This is an optimization exercise on Yosys and OpenROAD, whose aim is small area and a short achievable clock period, not a production implementation.
Function not checked in this run: the RTL went through the layout flow alone.
Power figures rest on the tool's default switching activity, not on a simulated workload.

<file path="design/flow/config.mk">
export PLATFORM = sky130hd
export DESIGN_NAME = Median_Filter
export DESIGN_NICKNAME = Median_Filter
export VERILOG_FILES = /design/flow/design.v
export SDC_FILE = /design/flow/constraint.sdc
export NUM_CORES = 4
export LEC_CHECK = 0
export CAP_MARGIN = 20
export CORE_MARGIN = 2
export CORE_UTILIZATION = 40
export SLEW_MARGIN = 20
</file>
<file path="design/flow/constraint.sdc">
create_clock -name core_clock -period 32.0 [get_ports {clk}]
set_input_delay 6.4000 -clock core_clock [delete_from_list [all_inputs] [get_ports {clk}]]
set_output_delay 6.4000 -clock core_clock [all_outputs]
set_load 0.01 [all_outputs]
</file>
<file path="design/flow/design.v">
module Median_Filter#
  (parameter row = 554, col = 430)
  (input            clk,
  input signed[31:0]pixel,
  input       [7:0] data_in_0, data_in_1, data_in_2,
  input       [7:0] data_in_3, data_in_4, data_in_5,
  input       [7:0] data_in_6, data_in_7, data_in_8,
  output            done,
  output reg  [7:0]data_filtered);
  function gt8;
    input [7:0] a, b;
    integer i;
    begin
      gt8 = 1'b0;
      for (i = 0; i < 8; i = i + 1)
        gt8 = (a[i] & ~b[i]) | ((a[i] | ~b[i]) & gt8);
    end
  endfunction
  function [7:0] med3;
    input [7:0] a, b, c;
    input       force_b;
    reg gab, gbc, gac;
    begin
      gab = gt8(a, b);
      gbc = gt8(b, c);
      gac = gt8(a, c);
      if ((gab == gbc) || force_b)
        med3 = b;
      else if (gab ^ gac)
        med3 = a;
      else
        med3 = c;
    end
  endfunction
  wire [17:0] p  = pixel[17:0];
  wire [16:0] q  = pixel[17:1];
  wire        p0 = pixel[0];
  wire p_lt_n;
  assign p_lt_n = (~p[17] | (~p[16] | (~p[15] | (~p[14] & (~p[13] | (~p[12] & (~p[11] & (~p[10] & (~p[9] | (~p[8] & (~p[7] | (~p[6] & (~p[5] & (~p[4] & (~p[3] | ~p[2])))))))))))))));
  wire p_lt_r;
  assign p_lt_r = (~p[17] & (~p[16] & (~p[15] & (~p[14] & (~p[13] & (~p[12] & (~p[11] & (~p[10] & (~p[9] | (~p[8] & (~p[7] & (~p[6] & (~p[5] | (~p[4] & (~p[3] | (~p[2] & ~p[1]))))))))))))))));
  wire p_lt_last;
  assign p_lt_last = (~p[17] | (~p[16] | (~p[15] | (~p[14] & (~p[13] | (~p[12] & (~p[11] & (~p[10] & (~p[9] & (~p[8] & (~p[7] & (~p[6] | (~p[5] | (~p[4] & (~p[3] & (~p[2] & ~p[1]))))))))))))))));
  wire hi_zero = ~|pixel[31:18];
  wire in_img  = hi_zero & p_lt_n;
  assign done  = ~pixel[31] & ~in_img;
  wire col_edge = in_img & (p_lt_r | ~p_lt_last);
  wire rw1 = q[14] ^ q[8];
  wire rw2 = q[14] & q[8];
  wire rw3 = q[15] ^ q[9];
  wire rw4 = q[15] & q[9];
  wire rw5 = q[16] ^ q[10];
  wire rw6 = q[9] ^ q[3];
  wire rw7 = q[9] & q[3];
  wire rw8 = q[10] ^ q[4];
  wire rw9 = q[10] & q[4];
  wire rw10 = q[11] ^ q[5] ^ q[0];
  wire rw11 = (q[11] & q[5]) | (q[11] & q[0]) | (q[5] & q[0]);
  wire rw12 = q[9] ^ q[2];
  wire rw13 = q[9] | q[2];
  wire rw14 = q[12] ^ q[6] ^ q[1];
  wire rw15 = (q[12] & q[6]) | (q[12] & q[1]) | (q[6] & q[1]);
  wire rw16 = q[10] ^ q[3];
  wire rw17 = q[10] | q[3];
  wire rw18 = q[13] ^ q[7] ^ q[2];
  wire rw19 = (q[13] & q[7]) | (q[13] & q[2]) | (q[7] & q[2]);
  wire rw20 = q[11] ^ q[4];
  wire rw21 = q[11] | q[4];
  wire rw22 = rw1 ^ q[3] ^ q[0];
  wire rw23 = (rw1 & q[3]) | (rw1 & q[0]) | (q[3] & q[0]);
  wire rw25 = ~p0;
  wire rw26 = q[12] ^ q[5] ^ rw25;
  wire rw27 = (q[12] & q[5]) | (q[12] & rw25) | (q[5] & rw25);
  wire rw28 = rw2 ^ rw3 ^ q[4];
  wire rw29 = (rw2 & rw3) | (rw2 & q[4]) | (rw3 & q[4]);
  wire rw31 = ~q[1];
  wire rw32 = q[13] ^ q[6] ^ rw31;
  wire rw33 = (q[13] & q[6]) | (q[13] & rw31) | (q[6] & rw31);
  wire rw34 = rw4 ^ rw5 ^ q[5];
  wire rw36 = ~q[2];
  wire rw37 = q[14] ^ q[7] ^ rw36;
  wire rw38 = q[6] ^ q[0];
  wire rw39 = q[6] & q[0];
  wire rw40 = q[7] ^ q[1];
  wire rw41 = q[7] & q[1];
  wire rw42 = q[8] ^ q[2];
  wire rw43 = q[8] & q[2];
  wire rw44 = q[7] ^ q[0] ^ p0;
  wire rw45 = (q[7] & q[0]) | (q[7] & p0) | (q[0] & p0);
  wire rw47 = ~q[8];
  wire rw48 = rw7 ^ rw8 ^ rw47;
  wire rw49 = (rw7 & rw8) | (rw7 & rw47) | (rw8 & rw47);
  wire rw50 = rw9 ^ rw10 ^ rw12;
  wire rw51 = (rw9 & rw10) | (rw9 & rw12) | (rw10 & rw12);
  wire rw52 = rw11 ^ rw14 ^ rw16;
  wire rw53 = (rw11 & rw14) | (rw11 & rw16) | (rw14 & rw16);
  wire rw54 = rw15 ^ rw18 ^ rw20;
  wire rw55 = (rw15 & rw18) | (rw15 & rw20) | (rw18 & rw20);
  wire rw57 = ~rw21;
  wire rw58 = rw19 ^ rw22 ^ rw57;
  wire rw59 = (rw19 & rw22) | (rw19 & rw57) | (rw22 & rw57);
  wire rw61 = ~rw27;
  wire rw62 = rw23 ^ rw28 ^ rw61;
  wire rw63 = (rw23 & rw28) | (rw23 & rw61) | (rw28 & rw61);
  wire rw65 = ~rw33;
  wire rw66 = rw29 ^ rw34 ^ rw65;
  wire rw67 = q[0] ^ p0;
  wire rw68 = q[0] | p0;
  wire rw69 = q[3] ^ q[1];
  wire rw70 = q[3] & ~q[1];
  wire rw71 = q[4] ^ q[2];
  wire rw72 = q[4] & ~q[2];
  wire rw73 = q[5] ^ q[3];
  wire rw74 = q[5] & ~q[3];
  wire rw76 = ~q[4];
  wire rw77 = rw38 ^ p0 ^ rw76;
  wire rw78 = (rw38 & p0) | (rw38 & rw76) | (p0 & rw76);
  wire rw80 = ~q[5];
  wire rw81 = rw39 ^ rw40 ^ rw80;
  wire rw82 = (rw39 & rw40) | (rw39 & rw80) | (rw40 & rw80);
  wire rw84 = ~q[6];
  wire rw85 = rw41 ^ rw42 ^ rw84;
  wire rw86 = (rw41 & rw42) | (rw41 & rw84) | (rw42 & rw84);
  wire rw88 = ~rw44;
  wire rw89 = rw43 ^ rw6 ^ rw88;
  wire rw90 = (rw43 & rw6) | (rw43 & rw88) | (rw6 & rw88);
  wire rw92 = ~rw48;
  wire rw93 = rw45 ^ q[1] ^ rw92;
  wire rw94 = (rw45 & q[1]) | (rw45 & rw92) | (q[1] & rw92);
  wire rw95 = rw49 ^ rw50 ^ p0;
  wire rw96 = (rw49 & rw50) | (rw49 & p0) | (rw50 & p0);
  wire rw98 = ~rw13;
  wire rw99 = rw51 ^ rw52 ^ rw98;
  wire rw100 = (rw51 & rw52) | (rw51 & rw98) | (rw52 & rw98);
  wire rw102 = ~rw17;
  wire rw103 = rw53 ^ rw54 ^ rw102;
  wire rw104 = (rw53 & rw54) | (rw53 & rw102) | (rw54 & rw102);
  wire rw106 = ~rw26;
  wire rw107 = rw55 ^ rw58 ^ rw106;
  wire rw108 = (rw55 & rw58) | (rw55 & rw106) | (rw58 & rw106);
  wire rw110 = ~rw32;
  wire rw111 = rw59 ^ rw62 ^ rw110;
  wire rw112 = (rw59 & rw62) | (rw59 & rw110) | (rw62 & rw110);
  wire rw114 = ~rw37;
  wire rw115 = rw63 ^ rw66 ^ rw114;
  wire rw116 = q[0] & p0;
  wire rw117 = q[1] & rw116;
  wire rw118 = (rw67 & q[2]) | (rw67 & rw117) | (q[2] & rw117);
  wire rw119 = (~rw68 & ~rw69) | (~rw68 & rw118) | (~rw69 & rw118);
  wire rw120 = (rw70 & ~rw71) | (rw70 & rw119) | (~rw71 & rw119);
  wire rw121 = (rw72 & ~rw73) | (rw72 & rw120) | (~rw73 & rw120);
  wire rw122 = rw74 ^ rw77 ^ rw121;
  wire rw123 = (rw74 & rw77) | (rw74 & rw121) | (rw77 & rw121);
  wire rw124 = rw78 ^ rw81 ^ rw123;
  wire rw125 = (rw78 & rw81) | (rw78 & rw123) | (rw81 & rw123);
  wire rw126 = rw82 ^ rw85 ^ rw125;
  wire rw127 = (rw82 & rw85) | (rw82 & rw125) | (rw85 & rw125);
  wire rw128 = ((rw86 ^ rw89) ~^ rw127) & ((rw90 ^ ~rw93) ~^ (rw86 | rw89)) & ((~rw94 ^ rw95) ~^ (rw90 | ~rw93)) & ((rw96 ^ rw99) ~^ (~rw94 | rw95)) & ((rw100 ^ rw103) ~^ (rw96 | rw99)) & ((rw104 ^ rw107) ~^ (rw100 | rw103)) & ((rw108 ^ rw111) ~^ (rw104 | rw107)) & ((rw112 ^ rw115) ~^ (rw108 | rw111));
  wire rw129 = rw128 & ~(rw122 & rw124 & rw126);
  wire row_mult_ok = rw129;
  wire row_edge = in_img & row_mult_ok;
  wire [7:0] m0 = med3(data_in_0, data_in_1, data_in_2, col_edge);
  wire [7:0] m1 = med3(data_in_3, data_in_4, data_in_5, col_edge);
  wire [7:0] m2 = med3(data_in_6, data_in_7, data_in_8, col_edge);
  always @(posedge clk)
    data_filtered <= med3(m0, m1, m2, row_edge);
endmodule
</file>
<file path="design/flow/flow/run.sh">
#!/bin/bash
set -euo pipefail
W=$(pwd)
export MY_ABC_SCRIPT="$W/flow/area.abc"
export BUFFER_PORTS_ARGS="-buffer_cell sky130_fd_sc_hd__buf_1"
make -C "$FLOW_HOME" DESIGN_CONFIG="$W/config.mk" WORK_HOME="$W/orfs" CLKGATE_MAP_FILE= \
  SYNTH_SCRIPT="$W/flow/synth.tcl" synth > "$W/synth.log" 2>&1
bash "$W/standard.sh" > "$W/layout.log" 2>&1
test -f "$W/out/final.def"
</file>
<file path="design/flow/flow/area.abc">
strash
dc2
dch -f
map -a
strash
dch -f
map -a
topo
</file>
<file path="design/flow/flow/synth.tcl">
proc synth {args} { yosys synth -nofsm -noshare {*}$args }
# As synth_recipe.tcl, except that cell mapping uses the ABC script in $MY_ABC_SCRIPT.
proc abc {args} {
  set i [lsearch -exact $args -script]
  if { $i >= 0 } { set args [lreplace $args [expr {$i + 1}] [expr {$i + 1}] $::env(MY_ABC_SCRIPT)] }
  yosys abc {*}$args
}
source $::env(SCRIPTS_DIR)/synth.tcl
# left out here: clear keep_hierarchy, flatten, clean up, hide names made inside functions, write 1_2_yosys.v
</file>
<file path="design/flow/standard.sh">
#!/bin/bash
# synth_recipe.tcl (not shown) runs the flow's synth.tcl, then flattens the netlist and writes it again
# the make line also repeats each setting of config.mk as NAME=value (left out here)
make -C /OpenROAD-flow-scripts/flow DESIGN_CONFIG=/design/flow/config.mk WORK_HOME=/design/flow/orfs CLKGATE_MAP_FILE= SYNTH_SCRIPT=/design/flow/synth_recipe.tcl "${@:-finish}"
</file>
==> run summary <==
-- layout make-up --
| type | count | area (um^2) | share of cell area [%] |
|---|---|---|---|
| Sequential cell | 8 | 160 | 4.11 |
| Tap cell | 105 | 131 | 3.37 |
| Clock buffer | 3 | 41.3 | 1.06 |
| Multi-Input combinational cell | 374 | 2670 | 68.5 |
| Timing Repair Buffer | 113 | 424 | 10.9 |
| Inverter | 125 | 469 | 12.0 |
-- layer usage --
layer  vias to the layer above  wire (um)
li1                       2028          -
met1                      1824       4430
met2                       147       4650
met3                        10        568
met4                         0         97
met5                         -          0
-- critical path, cell delays in order --
cell,delay (ns)
buf_1,0.19
clkinv_1,0.28
nand4_1,0.17
a21oi_1,0.08
o211ai_1,0.26
and2b_2,0.19
buf_1,0.14
-- worst min path at each step --
stage                                start          endpoint  slack, ns  cells past startpoint
after detailed placement  data_filtered[1]  data_filtered[1]       6.79                      1
after floorplan               data_in_4[6]  data_filtered[6]       6.63                      2
after CTS                     data_in_4[6]  data_filtered[6]       6.68                      3
after global placement    data_filtered[2]  data_filtered[2]       6.79                      1
after global routing          data_in_4[6]  data_filtered[6]       6.71                      3
final                         data_in_4[1]  data_filtered[1]       6.68                      3
-- layout by cell type, fill, tap and decap left out, drive strengths merged, types with 6 or more instances in the layout --
master / Yosys / final
a221oi: 15 / 15
dfxtp: 8 / 8
o22ai: 24 / 24
xnor2: 10 / 10
buf: 0 / 113
nor4: 6 / 6
nor2: 17 / 17
or2: 6 / 6
o211ai: 6 / 6
o21ai: 62 / 62
nand2: 63 / 63
a21oi: 50 / 50
clkinv: 125 / 125
a22oi: 24 / 24
fa: 27 / 27
o221ai: 11 / 11
ha: 22 / 22
-- stage by stage --
stage	util [%]	instance area, um^2
floorplan	-	3300
CTS	48.1	3900
detailed placement	47.6	3850
finish	48.1	3900
global route	48.1	3900
global placement	47.6	3850
-- logic make-up after synthesis --
kind of cell	Yosys count	synth area share, %
xor+xnor	13	3.45
simple gates	105	13.7
buf+inv	125	14.2
compound gates	206	38.8
fa+ha+maj	50	25.0
flops	8	4.85
-- power breakdown --
part           internal, mW  leakage [nW]  switching (mW)
sequential           0.0160        0.0675         0.00169
combinational        0.0529          1.26          0.0816
clock               0.00814        0.0216         0.00387
==> flow_summary.json <==
{
  "ys_seq_area_share_pct": 4.85,
  "endpoint": "done",
  "wl_per_cell_um": 13.4,
  "crit_path_max_fanout": 5,
  "hold_viol": 0,
  "nFillCells": 893,
  "grt_pass1_wl_um": 16300,
  "leakagePower_nw": 1.35,
  "clockBufferDepth": 2,
  "clkSinkCount": 8,
  "final-setup-viol-count": 0,
  "avgSynthCellArea_um2": 6.51,
  "drv_cap": 0,
  "grt_pass1_vias": 3597,
  "antenna_found_initial": 0,
  "dieArea_um2": 8990,
  "synthesis.area_um2": 3300,
  "yosysMostFrequentCell": "clkinv_1",
  "synth_area_leaders": "fa_1 16%, clkinv_1 14%, o21ai_0 9.4%, ha_1 8.3%, a21oi_1 7.6%",
  "pre_cts_ws_ns": 17.87,
  "largest_registers": "data_filtered x8",
  "via_per_inst": 5.51,
  "worstSetupStartpoint": "pixel[6]",
  "gp_congestion": 0.904,
  "cts_tree": "done",
  "synth_warnings": 1,
  "synth_top_cell_by_area": "fa_1",
  "endpoint_kind": "output port",
  "setup_ws_ns": 17.89,
  "drtIter0Drc": 124,
  "num_antenna_cells": 0,
  "htree_levels": 1,
  "timing.fmax_ghz": 0.0709,
  "gr-max-usage-layer": "met2",
  "die_x_um": 94.8,
  "peakVddDrop_mv": 0.0192,
  "synthCells": 507,
  "post_cts_buffers": 0,
  "area.growth.synth_to_final_pct": 18.1,
  "grt_max_degree": 16,
  "vias": 4009,
  "track_usage_pct": 22.1,
  "fin_crit_ns": 14.11,
  "nets": 779,
  "dp.cells": 725,
  "wl_um": 9750,
  "worst_setup_path_start_kind": "primary input",
  "hold_buffers": 0,
  "die_h_um": 94.8,
  "dpl.hpwl_um": 8470,
  "regMostFlops": "data_filtered",
  "yosysTopAreaCellShare_pct": 16.4,
  "power_mw": 0.164,
  "relSlewSlack_pct": 54.8,
  "largest_reg_flops": 8,
  "holdCritPathClass": "primary input to register",
  "initial_core_util_pct": 40.8,
  "core-area_um2": 8090,
  "drc": 0,
  "clkTransAtPathRegs_ns": 0.04,
  "tightest_slew_ns": 0.671,
  "setup_tns_ns": 0,
  "synth_commonest_cells": "125 x clkinv_1, 63 x nand2_1, 62 x o21ai_0",
  "ys_ff_latch": 8,
  "slew_viol_final": 0,
  "core.rowCount": 33,
  "first_pass_iters": 5,
  "crit_arrival_ns": 7.71,
  "power_density_nw_per_um2": 42.1,
  "crit_type": "primary input to output port",
  "final_antenna_net_count": 0,
  "status": "timing/DRC/antenna clean",
  "use_met1_pct": 30.9,
  "syn-num-nets": 661,
  "clock-root-buffer": "clkbuf_8",
  "place.port_buffers": 113,
  "pin_count": 114,
  "grt_remaining_overflow": 0,
  "fin_crit_sh_pct": 44.1,
  "finalNonFillerCells": 728,
  "drive_gt1_share_pct": 2.57,
  "async_reset_ff_share_pct": 0,
  "rsz0062_at_grt": "false",
  "synth_cell_type_count": 30,
  "cts_buffers": 3,
  "grtUsageMet2_pct": 38.1,
  "crit_required_ns": 25.60,
  "grt_use_met3_pct": 0.958,
  "synthFlopType": "dfxtp_1",
  "synth_edf_count": 0,
  "cts_resized": 0,
  "whs_ns": 6.68
}

-- static timing again, ports no longer ideal --
The results above use ideal ports. As a check the final layout listed here was re-extracted and re-timed, cells and wires unchanged.
Step 1 assumes that a clkbuf_16 drives the clock port and a buf_2 every other input.
Step 2 adds t to the input delays and takes it off the output delays; t is the mean of the earliest and latest rising clock arrival at the registers after step 1. Input paths then give back, and output paths get back, about the clock's delay inside the block.
Three values: no drivers, after step 1, after step 2; two values: the first two.
shift t [ns]: 0.247
slack for setup (ns): 17.893 / 17.870 / 17.870
hold slack, ns: 6.682 / 6.685 / 6.796
latest minus earliest clock arrival (ns): 0.007 / 0.007
After both steps this run still meets setup and hold. The setup slack of this run moves by -0.023 ns with the drivers and by -0.023 ns with both steps.
